Context: an optimization exercise on an open-source flow, tuned for small area, a short achievable clock period and few clock cycles per item. The choices shown serve that exercise and are no tape-out recipe.
No functional check of the RTL was part of any run shown here.
Power is estimated from default activity; no workload was simulated.

==> flow/design.v (outline; a module is shown in full before it is edited, if it fits) <==
// module divider: 8395 lines
module divider #
(
    parameter N = 32
)
(
    input wire [N-1:0] dividend,
    input wire [N-1:0] divisor,
    input wire start,
    input wire rst,
    input wire clk,
    output wire [N-1:0] quotient,
    output wire [N-1:0] remainder,
    output wire done
);
  // ...
==> flow/run.sh <==
#!/bin/bash
# synth_recipe.tcl (not shown) runs the flow's synth.tcl, then flattens the netlist and writes it again
# the make line also repeats each setting of config.mk as NAME=value (left out here)
make -C /OpenROAD-flow-scripts/flow DESIGN_CONFIG=/design/flow/config.mk WORK_HOME=/design/flow/orfs CLKGATE_MAP_FILE= SYNTH_SCRIPT=/design/flow/synth_recipe.tcl finish
==> flow/config.mk <==
export PLATFORM = sky130hd
export DESIGN_NAME = divider
export DESIGN_NICKNAME = divider
export VERILOG_FILES = /design/flow/design.v
export SDC_FILE = /design/flow/constraint.sdc
export NUM_CORES = 4
export LEC_CHECK = 0
export ABC_AREA = 1
export CAP_MARGIN = 20
export CORE_MARGIN = 2
export CORE_UTILIZATION = 60
export CTS_CLUSTER_DIAMETER = 100
export CTS_CLUSTER_SIZE = 25
export SETUP_SLACK_MARGIN = 2.6
export SLEW_MARGIN = 20
==> flow/constraint.sdc <==
create_clock -name core_clock -period 4.5 [get_ports {clk}]
set_input_delay 0.9000 -clock core_clock [delete_from_list [all_inputs] [get_ports {clk}]]
set_output_delay 0.9000 -clock core_clock [all_outputs]
set_load 0.01 [all_outputs]
==> run notes, run 1 <==
multi-input gates=roughly 4,700; Post-synth top flop=dfxtp_1; fraction of the mapped netlist area in compound gates=0.04951; net load switching power=11,120 uW; worst vdd ir=approximately 0.00043 V; sequential area share after synthesis=0.6486; # H-tree levels=3; GRT met1 Usage=0.2703; combinational cell power=6460 uW; largest class=registers; Internal Power=about 31,000 uW; CP bufs+invs=3; fin crit share=0.5009; Worst Setup SP=d29_q[9]; Die H=about 370 um; fin crit period=2254 ps; DR vias=approximately 55,000; Post-CTS Setup Inserts=roughly 450; most numerous cell in the Yosys netlist=dfxtp_1; Comb power frac=0.152; Setup violations, final=0; pin count of the biggest net entering global routing=33; crit path DAT=2920 ps; # fillers=~8,500; GPL Wtd Cong=roughly 0.85; outcome=timing/DRC/antenna clean
==> run 2, diff against run 1 <==
--- a/flow/design.v
+++ b/flow/design.v
@@ -29,2 +29,3 @@
     reg [N-1:0] d1_q;
+    reg z1_q;
     reg v1_q;
@@ -34,2 +35,3 @@
         d1_q <= d1;
+        z1_q <= ~|d1[N-1:2];
     end
@@ -48,3 +50,3 @@
     wire [1:0] bi1 = {g1_1[0:0], 1'b0};
-    wire ge1 = ~g1_1[1] & ~|d1_q[N-1:2];
+    wire ge1 = ~g1_1[1] & z1_q;
     wire [1:0] r2 = c1 ^ ({2{ge1}} & (d1_q[1:0] ^ bi1));
@@ -56,2 +58,3 @@
     reg [N-1:0] d2_q;
+    reg z2_q;
     reg v2_q;
@@ -61,2 +64,3 @@
         d2_q <= d2;
+        z2_q <= ~|d2[N-1:3];
     end
@@ -84,3 +88,3 @@
     wire [2:0] bi2 = {g2_2[1:0], 1'b0};
-    wire ge2 = ~g2_2[2] & ~|d2_q[N-1:3];
+    wire ge2 = ~g2_2[2] & z2_q;
     wire [2:0] r3 = c2 ^ ({3{ge2}} & (d2_q[2:0] ^ bi2));
@@ -92,2 +96,3 @@
     reg [N-1:0] d3_q;
+    reg z3_q;
     reg v3_q;
@@ -97,2 +102,3 @@
         d3_q <= d3;
+        z3_q <= ~|d3[N-1:4];
     end
@@ -133,3 +139,3 @@
     wire [3:0] bi3 = {g3_3[2:0], 1'b0};
-    wire ge3 = ~g3_3[3] & ~|d3_q[N-1:4];
+    wire ge3 = ~g3_3[3] & z3_q;
     wire [3:0] r4 = c3 ^ ({4{ge3}} & (d3_q[3:0] ^ bi3));
@@ -141,2 +147,3 @@
     reg [N-1:0] d4_q;
+    reg z4_q;
     reg v4_q;
@@ -146,2 +153,3 @@
         d4_q <= d4;
+        z4_q <= ~|d4[N-1:5];
     end
@@ -188,3 +196,3 @@
     wire [4:0] bi4 = {g4_3[3:0], 1'b0};
-    wire ge4 = ~g4_3[4] & ~|d4_q[N-1:5];
+    wire ge4 = ~g4_3[4] & z4_q;
     wire [4:0] r5 = c4 ^ ({5{ge4}} & (d4_q[4:0] ^ bi4));
@@ -196,2 +204,3 @@
     reg [N-1:0] d5_q;
+    reg z5_q;
     reg v5_q;
@@ -201,2 +210,3 @@
         d5_q <= d5;
+        z5_q <= ~|d5[N-1:6];
     end
@@ -262,3 +272,3 @@
     wire [5:0] bi5 = {g5_4[4:0], 1'b0};
-    wire ge5 = ~g5_4[5] & ~|d5_q[N-1:6];
+    wire ge5 = ~g5_4[5] & z5_q;
     wire [5:0] r6 = c5 ^ ({6{ge5}} & (d5_q[5:0] ^ bi5));
@@ -270,2 +280,3 @@
     reg [N-1:0] d6_q;
+    reg z6_q;
     reg v6_q;
@@ -275,2 +286,3 @@
         d6_q <= d6;
+        z6_q <= ~|d6[N-1:7];
     end
@@ -344,3 +356,3 @@
     wire [6:0] bi6 = {g6_4[5:0], 1'b0};
-    wire ge6 = ~g6_4[6] & ~|d6_q[N-1:7];
+    wire ge6 = ~g6_4[6] & z6_q;
     wire [6:0] r7 = c6 ^ ({7{ge6}} & (d6_q[6:0] ^ bi6));
@@ -352,2 +364,3 @@
     reg [N-1:0] d7_q;
+    reg z7_q;
     reg v7_q;
@@ -357,2 +370,3 @@
         d7_q <= d7;
+        z7_q <= ~|d7[N-1:8];
     end
@@ -451,3 +465,3 @@
     wire [7:0] bi7 = {g7_5[6:0], 1'b0};
-    wire ge7 = ~g7_5[7] & ~|d7_q[N-1:8];
+    wire ge7 = ~g7_5[7] & z7_q;
     wire [7:0] r8 = c7 ^ ({8{ge7}} & (d7_q[7:0] ^ bi7));
@@ -459,2 +473,3 @@
     reg [N-1:0] d8_q;
+    reg z8_q;
     reg v8_q;
@@ -464,2 +479,3 @@
         d8_q <= d8;
+        z8_q <= ~|d8[N-1:9];
     end
@@ -568,3 +584,3 @@
     wire [8:0] bi8 = {g8_5[7:0], 1'b0};
-    wire ge8 = ~g8_5[8] & ~|d8_q[N-1:9];
+    wire ge8 = ~g8_5[8] & z8_q;
     wire [8:0] r9 = c8 ^ ({9{ge8}} & (d8_q[8:0] ^ bi8));
@@ -576,2 +592,3 @@
     reg [N-1:0] d9_q;
+    reg z9_q;
     reg v9_q;
@@ -581,2 +598,3 @@
         d9_q <= d9;
+        z9_q <= ~|d9[N-1:10];
     end
@@ -695,3 +713,3 @@
     wire [9:0] bi9 = {g9_5[8:0], 1'b0};
-    wire ge9 = ~g9_5[9] & ~|d9_q[N-1:10];
+    wire ge9 = ~g9_5[9] & z9_q;
     wire [9:0] r10 = c9 ^ ({10{ge9}} & (d9_q[9:0] ^ bi9));
@@ -703,2 +721,3 @@
     reg [N-1:0] d10_q;
+    reg z10_q;
     reg v10_q;
@@ -708,2 +727,3 @@
         d10_q <= d10;
+        z10_q <= ~|d10[N-1:11];
     end
@@ -832,3 +852,3 @@
     wire [10:0] bi10 = {g10_5[9:0], 1'b0};
-    wire ge10 = ~g10_5[10] & ~|d10_q[N-1:11];
+    wire ge10 = ~g10_5[10] & z10_q;
     wire [10:0] r11 = c10 ^ ({11{ge10}} & (d10_q[10:0] ^ bi10));
@@ -840,2 +860,3 @@
     reg [N-1:0] d11_q;
+    reg z11_q;
     reg v11_q;
@@ -845,2 +866,3 @@
         d11_q <= d11;
+        z11_q <= ~|d11[N-1:12];
     end
@@ -1004,3 +1026,3 @@
     wire [11:0] bi11 = {g11_6[10:0], 1'b0};
-    wire ge11 = ~g11_6[11] & ~|d11_q[N-1:12];
+    wire ge11 = ~g11_6[11] & z11_q;
     wire [11:0] r12 = c11 ^ ({12{ge11}} & (d11_q[11:0] ^ bi11));
@@ -1012,2 +1034,3 @@
     reg [N-1:0] d12_q;
+    reg z12_q;
     reg v12_q;
@@ -1017,2 +1040,3 @@
         d12_q <= d12;
+        z12_q <= ~|d12[N-1:13];
     end
@@ -1188,3 +1212,3 @@
     wire [12:0] bi12 = {g12_6[11:0], 1'b0};
-    wire ge12 = ~g12_6[12] & ~|d12_q[N-1:13];
+    wire ge12 = ~g12_6[12] & z12_q;
     wire [12:0] r13 = c12 ^ ({13{ge12}} & (d12_q[12:0] ^ bi12));
@@ -1196,2 +1220,3 @@
     reg [N-1:0] d13_q;
+    reg z13_q;
     reg v13_q;
@@ -1201,2 +1226,3 @@
         d13_q <= d13;
+        z13_q <= ~|d13[N-1:14];
     end
@@ -1384,3 +1410,3 @@
     wire [13:0] bi13 = {g13_6[12:0], 1'b0};
-    wire ge13 = ~g13_6[13] & ~|d13_q[N-1:14];
+    wire ge13 = ~g13_6[13] & z13_q;
     wire [13:0] r14 = c13 ^ ({14{ge13}} & (d13_q[13:0] ^ bi13));
@@ -1392,2 +1418,3 @@
     reg [N-1:0] d14_q;
+    reg z14_q;
     reg v14_q;
@@ -1397,2 +1424,3 @@
         d14_q <= d14;
+        z14_q <= ~|d14[N-1:15];
     end
@@ -1592,3 +1620,3 @@
     wire [14:0] bi14 = {g14_6[13:0], 1'b0};
-    wire ge14 = ~g14_6[14] & ~|d14_q[N-1:15];
+    wire ge14 = ~g14_6[14] & z14_q;
     wire [14:0] r15 = c14 ^ ({15{ge14}} & (d14_q[14:0] ^ bi14));
@@ -1600,2 +1628,3 @@
     reg [N-1:0] d15_q;
+    reg z15_q;
     reg v15_q;
@@ -1605,2 +1634,3 @@
         d15_q <= d15;
+        z15_q <= ~|d15[N-1:16];
     end
@@ -1845,3 +1875,3 @@
     wire [15:0] bi15 = {g15_7[14:0], 1'b0};
-    wire ge15 = ~g15_7[15] & ~|d15_q[N-1:16];
+    wire ge15 = ~g15_7[15] & z15_q;
     wire [15:0] r16 = c15 ^ ({16{ge15}} & (d15_q[15:0] ^ bi15));
@@ -1853,2 +1883,3 @@
     reg [N-1:0] d16_q;
+    reg z16_q;
     reg v16_q;
@@ -1858,2 +1889,3 @@
         d16_q <= d16;
+        z16_q <= ~|d16[N-1:17];
     end
@@ -2112,3 +2144,3 @@
     wire [16:0] bi16 = {g16_7[15:0], 1'b0};
-    wire ge16 = ~g16_7[16] & ~|d16_q[N-1:17];
+    wire ge16 = ~g16_7[16] & z16_q;
     wire [16:0] r17 = c16 ^ ({17{ge16}} & (d16_q[16:0] ^ bi16));
@@ -2120,2 +2152,3 @@
     reg [N-1:0] d17_q;
+    reg z17_q;
     reg v17_q;
@@ -2125,2 +2158,3 @@
         d17_q <= d17;
+        z17_q <= ~|d17[N-1:18];
     end
@@ -2393,3 +2427,3 @@
     wire [17:0] bi17 = {g17_7[16:0], 1'b0};
-    wire ge17 = ~g17_7[17] & ~|d17_q[N-1:18];
+    wire ge17 = ~g17_7[17] & z17_q;
     wire [17:0] r18 = c17 ^ ({18{ge17}} & (d17_q[17:0] ^ bi17));
@@ -2401,2 +2435,3 @@
     reg [N-1:0] d18_q;
+    reg z18_q;
     reg v18_q;
@@ -2406,2 +2441,3 @@
         d18_q <= d18;
+        z18_q <= ~|d18[N-1:19];
     end
@@ -2688,3 +2724,3 @@
     wire [18:0] bi18 = {g18_7[17:0], 1'b0};
-    wire ge18 = ~g18_7[18] & ~|d18_q[N-1:19];
+    wire ge18 = ~g18_7[18] & z18_q;
     wire [18:0] r19 = c18 ^ ({19{ge18}} & (d18_q[18:0] ^ bi18));
@@ -2696,2 +2732,3 @@
     reg [N-1:0] d19_q;
+    reg z19_q;
     reg v19_q;
@@ -2701,2 +2738,3 @@
         d19_q <= d19;
+        z19_q <= ~|d19[N-1:20];
     end
@@ -2997,3 +3035,3 @@
     wire [19:0] bi19 = {g19_7[18:0], 1'b0};
-    wire ge19 = ~g19_7[19] & ~|d19_q[N-1:20];
+    wire ge19 = ~g19_7[19] & z19_q;
     wire [19:0] r20 = c19 ^ ({20{ge19}} & (d19_q[19:0] ^ bi19));
@@ -3005,2 +3043,3 @@
     reg [N-1:0] d20_q;
+    reg z20_q;
     reg v20_q;
@@ -3010,2 +3049,3 @@
         d20_q <= d20;
+        z20_q <= ~|d20[N-1:21];
     end
@@ -3320,3 +3360,3 @@
     wire [20:0] bi20 = {g20_7[19:0], 1'b0};
-    wire ge20 = ~g20_7[20] & ~|d20_q[N-1:21];
+    wire ge20 = ~g20_7[20] & z20_q;
     wire [20:0] r21 = c20 ^ ({21{ge20}} & (d20_q[20:0] ^ bi20));
@@ -3328,2 +3368,3 @@
     reg [N-1:0] d21_q;
+    reg z21_q;
     reg v21_q;
@@ -3333,2 +3374,3 @@
         d21_q <= d21;
+        z21_q <= ~|d21[N-1:22];
     end
@@ -3657,3 +3699,3 @@
     wire [21:0] bi21 = {g21_7[20:0], 1'b0};
-    wire ge21 = ~g21_7[21] & ~|d21_q[N-1:22];
+    wire ge21 = ~g21_7[21] & z21_q;
     wire [21:0] r22 = c21 ^ ({22{ge21}} & (d21_q[21:0] ^ bi21));
@@ -3665,2 +3707,3 @@
     reg [N-1:0] d22_q;
+    reg z22_q;
     reg v22_q;
@@ -3670,2 +3713,3 @@
         d22_q <= d22;
+        z22_q <= ~|d22[N-1:23];
     end
@@ -4008,3 +4052,3 @@
     wire [22:0] bi22 = {g22_7[21:0], 1'b0};
-    wire ge22 = ~g22_7[22] & ~|d22_q[N-1:23];
+    wire ge22 = ~g22_7[22] & z22_q;
     wire [22:0] r23 = c22 ^ ({23{ge22}} & (d22_q[22:0] ^ bi22));
@@ -4016,2 +4060,3 @@
     reg [N-1:0] d23_q;
+    reg z23_q;
     reg v23_q;
@@ -4021,2 +4066,3 @@
         d23_q <= d23;
+        z23_q <= ~|d23[N-1:24];
     end
@@ -4422,3 +4468,3 @@
     wire [23:0] bi23 = {g23_8[22:0], 1'b0};
-    wire ge23 = ~g23_8[23] & ~|d23_q[N-1:24];
+    wire ge23 = ~g23_8[23] & z23_q;
     wire [23:0] r24 = c23 ^ ({24{ge23}} & (d23_q[23:0] ^ bi23));
@@ -4430,2 +4476,3 @@
     reg [N-1:0] d24_q;
+    reg z24_q;
     reg v24_q;
@@ -4435,2 +4482,3 @@
         d24_q <= d24;
+        z24_q <= ~|d24[N-1:25];
     end
@@ -4852,3 +4900,3 @@
     wire [24:0] bi24 = {g24_8[23:0], 1'b0};
-    wire ge24 = ~g24_8[24] & ~|d24_q[N-1:25];
+    wire ge24 = ~g24_8[24] & z24_q;
     wire [24:0] r25 = c24 ^ ({25{ge24}} & (d24_q[24:0] ^ bi24));
@@ -4860,2 +4908,3 @@
     reg [N-1:0] d25_q;
+    reg z25_q;
     reg v25_q;
@@ -4865,2 +4914,3 @@
         d25_q <= d25;
+        z25_q <= ~|d25[N-1:26];
     end
@@ -5298,3 +5348,3 @@
     wire [25:0] bi25 = {g25_8[24:0], 1'b0};
-    wire ge25 = ~g25_8[25] & ~|d25_q[N-1:26];
+    wire ge25 = ~g25_8[25] & z25_q;
     wire [25:0] r26 = c25 ^ ({26{ge25}} & (d25_q[25:0] ^ bi25));
@@ -5306,2 +5356,3 @@
     reg [N-1:0] d26_q;
+    reg z26_q;
     reg v26_q;
@@ -5311,2 +5362,3 @@
         d26_q <= d26;
+        z26_q <= ~|d26[N-1:27];
     end
@@ -5760,3 +5812,3 @@
     wire [26:0] bi26 = {g26_8[25:0], 1'b0};
-    wire ge26 = ~g26_8[26] & ~|d26_q[N-1:27];
+    wire ge26 = ~g26_8[26] & z26_q;
     wire [26:0] r27 = c26 ^ ({27{ge26}} & (d26_q[26:0] ^ bi26));
@@ -5768,2 +5820,3 @@
     reg [N-1:0] d27_q;
+    reg z27_q;
     reg v27_q;
@@ -5773,2 +5826,3 @@
         d27_q <= d27;
+        z27_q <= ~|d27[N-1:28];
     end
@@ -6238,3 +6292,3 @@
     wire [27:0] bi27 = {g27_8[26:0], 1'b0};
-    wire ge27 = ~g27_8[27] & ~|d27_q[N-1:28];
+    wire ge27 = ~g27_8[27] & z27_q;
     wire [27:0] r28 = c27 ^ ({28{ge27}} & (d27_q[27:0] ^ bi27));
@@ -6246,2 +6300,3 @@
     reg [N-1:0] d28_q;
+    reg z28_q;
     reg v28_q;
@@ -6251,2 +6306,3 @@
         d28_q <= d28;
+        z28_q <= ~|d28[N-1:29];
     end
@@ -6732,3 +6788,3 @@
     wire [28:0] bi28 = {g28_8[27:0], 1'b0};
-    wire ge28 = ~g28_8[28] & ~|d28_q[N-1:29];
+    wire ge28 = ~g28_8[28] & z28_q;
     wire [28:0] r29 = c28 ^ ({29{ge28}} & (d28_q[28:0] ^ bi28));
@@ -6740,2 +6796,3 @@
     reg [N-1:0] d29_q;
+    reg z29_q;
     reg v29_q;
@@ -6745,2 +6802,3 @@
         d29_q <= d29;
+        z29_q <= ~|d29[N-1:30];
     end
@@ -7242,3 +7300,3 @@
     wire [29:0] bi29 = {g29_8[28:0], 1'b0};
-    wire ge29 = ~g29_8[29] & ~|d29_q[N-1:30];
+    wire ge29 = ~g29_8[29] & z29_q;
     wire [29:0] r30 = c29 ^ ({30{ge29}} & (d29_q[29:0] ^ bi29));
@@ -7250,2 +7308,3 @@
     reg [N-1:0] d30_q;
+    reg z30_q;
     reg v30_q;
@@ -7255,2 +7314,3 @@
         d30_q <= d30;
+        z30_q <= ~|d30[N-1:31];
     end
@@ -7768,3 +7828,3 @@
     wire [30:0] bi30 = {g30_8[29:0], 1'b0};
-    wire ge30 = ~g30_8[30] & ~|d30_q[N-1:31];
+    wire ge30 = ~g30_8[30] & z30_q;
     wire [30:0] r31 = c30 ^ ({31{ge30}} & (d30_q[30:0] ^ bi30));
--- a/flow/config.mk
+++ b/flow/config.mk
@@ -13,3 +13,3 @@
 export CTS_CLUSTER_SIZE = 25
-export SETUP_SLACK_MARGIN = 2.6
+export SETUP_SLACK_MARGIN = 2.4
 export SLEW_MARGIN = 20
==> run 2 against run 1 <==
  * Total power fell by 1.2%
  * Still clean on timing, DRC and antenna
  * Die area rose by 0.65%
  * Final cell count fell by 1.9%
  * Hold slack improved by 16 ps
  * Sequential cell count rose by 30
  * Final area fell by 4.7%
  * Count of clock-buffer cells in the layout did not move
==> run notes, run 2 <==
commonest cells in the netlist=dfxtp_1, nand2_1, inv_1, nor2_1, xor2_1 (unchanged); Clk pin slew, worst setup/hold paths=100 ps (about the same); drt wl/cell=14.15 um (was 15.12 um); CTS buffer count=114 (was 113); Max Slew Vio Count=0 (unchanged); Seq pwr share=0.598 (was 0.586); Hold Crit Class=reg -> reg (unchanged); initial antenna violation count=1 (was 2); Async SR Flop Fraction=0.01228 (was 0.01242); worst vdd ir=0.0004163 V (was 0.0004262 V); WL final=152,300 um (was 166,000 um); Worst Hold Launch=xq21_q[1] (was xq25_q[24]); Worst R2R Setup Slack=2220 ps (was 2250 ps); CTS tree=done (unchanged); GRT busiest layer=met2 (unchanged); fin crit share=0.5077 (was 0.5009); Worst Setup SP=d30_q[5] (was d29_q[9]); # H-tree levels=3 (unchanged); switching share of power=0.2539 (was 0.2613); Synth-to-Final Area Change=19.94% (was 26.73%); commonest non-fill, non-tap cell in the layout=dfxtp_1 (unchanged); Internal Power=31,380 uW (was 31,450 uW); GR Util met3=0.02728 (was 0.02786); GPL Wtd Cong=0.8428 (was 0.8481); Static Leak=0.04352 uW (was 0.04570 uW); outcome=timing/DRC/antenna clean (unchanged); GRT Util Overall=0.2065 (was 0.2243); Post-synth EDFFs=0 (unchanged); most numerous cell in the Yosys netlist=dfxtp_1 (unchanged); register bit count reported by yosys=2,606 (was 2,576); drt drc=0 (unchanged); post-synth top area cell=dfxtp_1 (unchanged); vias in the first global route=49,970 (was 53,230); Comb power frac=0.135 (was 0.152); Starting Density=0.6030 (was 0.6059); grt ovf=0 (unchanged); Cell Pwr Density=436.8 nW/um^2 (was 421.3 nW/um^2); Max-slew headroom=0.2067 (was 0.5121); DR vias/cell=4.954 (was 5.033); synthesized cell area=80,280 um^2 (was 79,750 um^2); startpoint types=flop (unchanged); Max Cap Viol=0 (unchanged); nets=9,054 (was 9,274); PortBufs=131 (unchanged); layout cells sized above 1=0.2392 (was 0.3209); Clk Latency, worst-skew pair=780 ps (was 790 ps); worst-margin pin slew=1179 ps (was 725.2 ps); hold_buf cts=0 (unchanged); clock power share=0.267 (was 0.263); post-synthesis cell type count=62 (was 67); first-pass GRT wire length=235,500 um (was 252,900 um); Ports=132 (unchanged); Setup TNS=0 ps (unchanged); RSZ-0062 raised after global routing=true (unchanged); final worst-path setup slack=2215 ps (was 2246 ps); clk_skew=62.06 ps (was 71.83 ps); met2 usage in global routing=0.3790 (was 0.4209); Sink Count=2,606 (was 2,576); Die H=369.8 um (was 368.6 um); synthesized area per cell=9.666 um^2 (was 9.629 um^2); most frequent cells in the layout=dfxtp_1, nand2_1, inv_1, nor2_1, xor2_1 (was dfxtp_1, nand2_1, inv_1, buf_4, nor2_1); Initial DRT Pass Iterations=5 (was 6); Die Wd=369.8 um (was 368.6 um); worst r2r src=d30_q[5] (was d29_q[9]); Post-synth top flop=dfxtp_1 (unchanged); fin crit period=2285 ps (was 2254 ps); Place WS=1724 ps (was 1601 ps); Worst EP required=5170 ps (was 5160 ps); Setup violations, final=0 (unchanged); largest cells by area after synthesis=dfxtp_1, nand2_1, xor2_1 (unchanged); DR vias=53,340 (was 55,230); Worst Setup Path Type=reg -> reg (unchanged); First DRT Iteration DRCs=2,665 (was 2,602); Yosys warning count=1 (unchanged); pin count of the biggest net entering global routing=33 (unchanged); crit path DAT=2960 ps (was 2920 ps); count of final hold-check violations=0 (unchanged); Achievable Freq=437.7 MHz (was 443.7 MHz); Root Driver=clkbuf_16 (unchanged); HPWL after DPL=95,110 um (was 97,520 um); die area=136,700 um^2 (was 135,900 um^2); # fillers=9,639 (was 8,549); Routed Antenna Nets=0 (unchanged); sequential area share after synthesis=0.6519 (was 0.6486); net load switching power=10,680 uW (was 11,120 uW); GRT met1 Usage=0.2550 (was 0.2703); core area=133,100 um^2 (was 131,600 um^2); crit-path max FO=8 (was 6); share of the synthesized area in the top cell type=0.6419 (was 0.6386); Final Util=0.7232 (was 0.7678); Site Rows=134 (was 133); Syn Nets=8,372 (was 8,349); Worst Setup End Kind=flop (unchanged); Longest Clk Path Bufs=3 (unchanged); Syn Inst Count=8,305 (was 8,282)
[run 2: worst max-delay path: stages, from the launching register on]
cell	delay, ps
dfxtp_4	370
or2_4	280
nand2_4	80
nor2_4	40
nor2_4	100
nand2_4	90
nand2_4	70
nand2_4	70
nand2_4	70
nand2_4	60
nand2_4	80
nand2_4	60
nand2_4	100
nand2_8	70
nand2_8	130
nand2_8	120
buf_12	180
buf_6	110
o21bai_4	90
nand2_1	50
[run 2: path summary, 6_finish.rpt]
kind                                   to  depth (start not counted)
worst max-delay path            r31_q[29]                         19
worst min-delay path            xq22_q[2]                          0
worst max register to register  r31_q[29]                         19
worst min register to register  xq22_q[2]                          0
max in group asynchronous           v30_q                          2
min in group asynchronous            v1_q                          2
[run 2: logic make-up after synthesis]
kind of cell / after synthesis / synth area share
simple gates: 3396 / 0.1854
flops: 2606 / 0.6519
buf+inv: 998 / 0.04922
compound gates: 722 / 0.04969
xor+xnor: 570 / 0.06219
fa+ha+maj: 13 / 0.001621
[run 2: cell type report]
type | instances | area [um^2] | area share
Multi-Input combinational cell | 4716 | 28900 | 0.3002
Inverter | 952 | 3796 | 0.03943
Antenna cell | 1 | 2.502 | 0.00002599
Timing Repair Buffer | 571 | 5182 | 0.05383
Tap cell | 1768 | 2212 | 0.02298
Sequential cell | 2606 | 52780 | 0.5481
Timing Repair inverter | 26 | 354.1 | 0.003678
Clock inverter | 8 | 181.4 | 0.001884
Clock buffer | 119 | 2872 | 0.02982
[run 2: repair_timing]
item                                    CTS  global route
endpoints found under the setup margin  592           593
pin swaps                               222           432
gates cloned                             39            10
resized for setup                       981          1223
buffers inserted                        215           210
[run 2: per-layer routing]
metal  up-vias  part of all wire
li1      27440                 -
met1     24990              0.43
met2       700              0.51
met3       210             0.031
met4         0             0.022
met5         -                 0
[run 2: power groups by stage]
| stage | Sequential [uW] | Clock (uW) | Combinational, uW |
|---|---|---|---|
| after floorplan | 25400 | 0 | 2870 |
| after global placement | 25600 | 0 | 3720 |
| after detailed placement | 25600 | 0 | 3830 |
| after CTS | 25100 | 11600 | 4560 |
| after global routing | 25300 | 12400 | 6240 |
| final | 25100 | 11200 | 5670 |
[run 2: metrics by stage]
stage | hold WS, ps | area [um^2] | power [uW] | cells
after global routing | 305.8 | 96280 | 43960 | 10770
after floorplan | 309.6 | 80280 | 28290 | 8305
after global placement | 309.5 | 83490 | 29310 | 10170
after detailed placement | 312.1 | 83490 | 29440 | 10170
final | 305.8 | 96280 | 42050 | 10770
after CTS | 301.3 | 90650 | 41270 | 10550

## re-timing with driven ports
The results above use ideal ports. As a check the final layouts listed here were re-extracted and re-timed, cells and wires unchanged. Step 1 assumes that a clkbuf_16 drives the clock port and a buf_2 every other input. Step 2 times the ports against the registers' clock, not the clock port: input delays grow and output delays shrink by t, the midpoint of the rising clock arrivals with the driver on. Slacks: ideal / step 1 / step 2; pairs: ideal / step 1.
run	t (ns)	slack for setup (ns)	latest minus earliest clock arrival (ns)
run 1	0.828	2.246 / 2.246 / 2.043	0.073 / 0.072
run 2	0.823	2.215 / 2.215 / 1.873	0.066 / 0.067
After both steps every run listed still meets setup and hold. For run 2, which loses most, drivers alone change the setup slack by 0.000 ns; drivers and shift together by -0.342 ns.
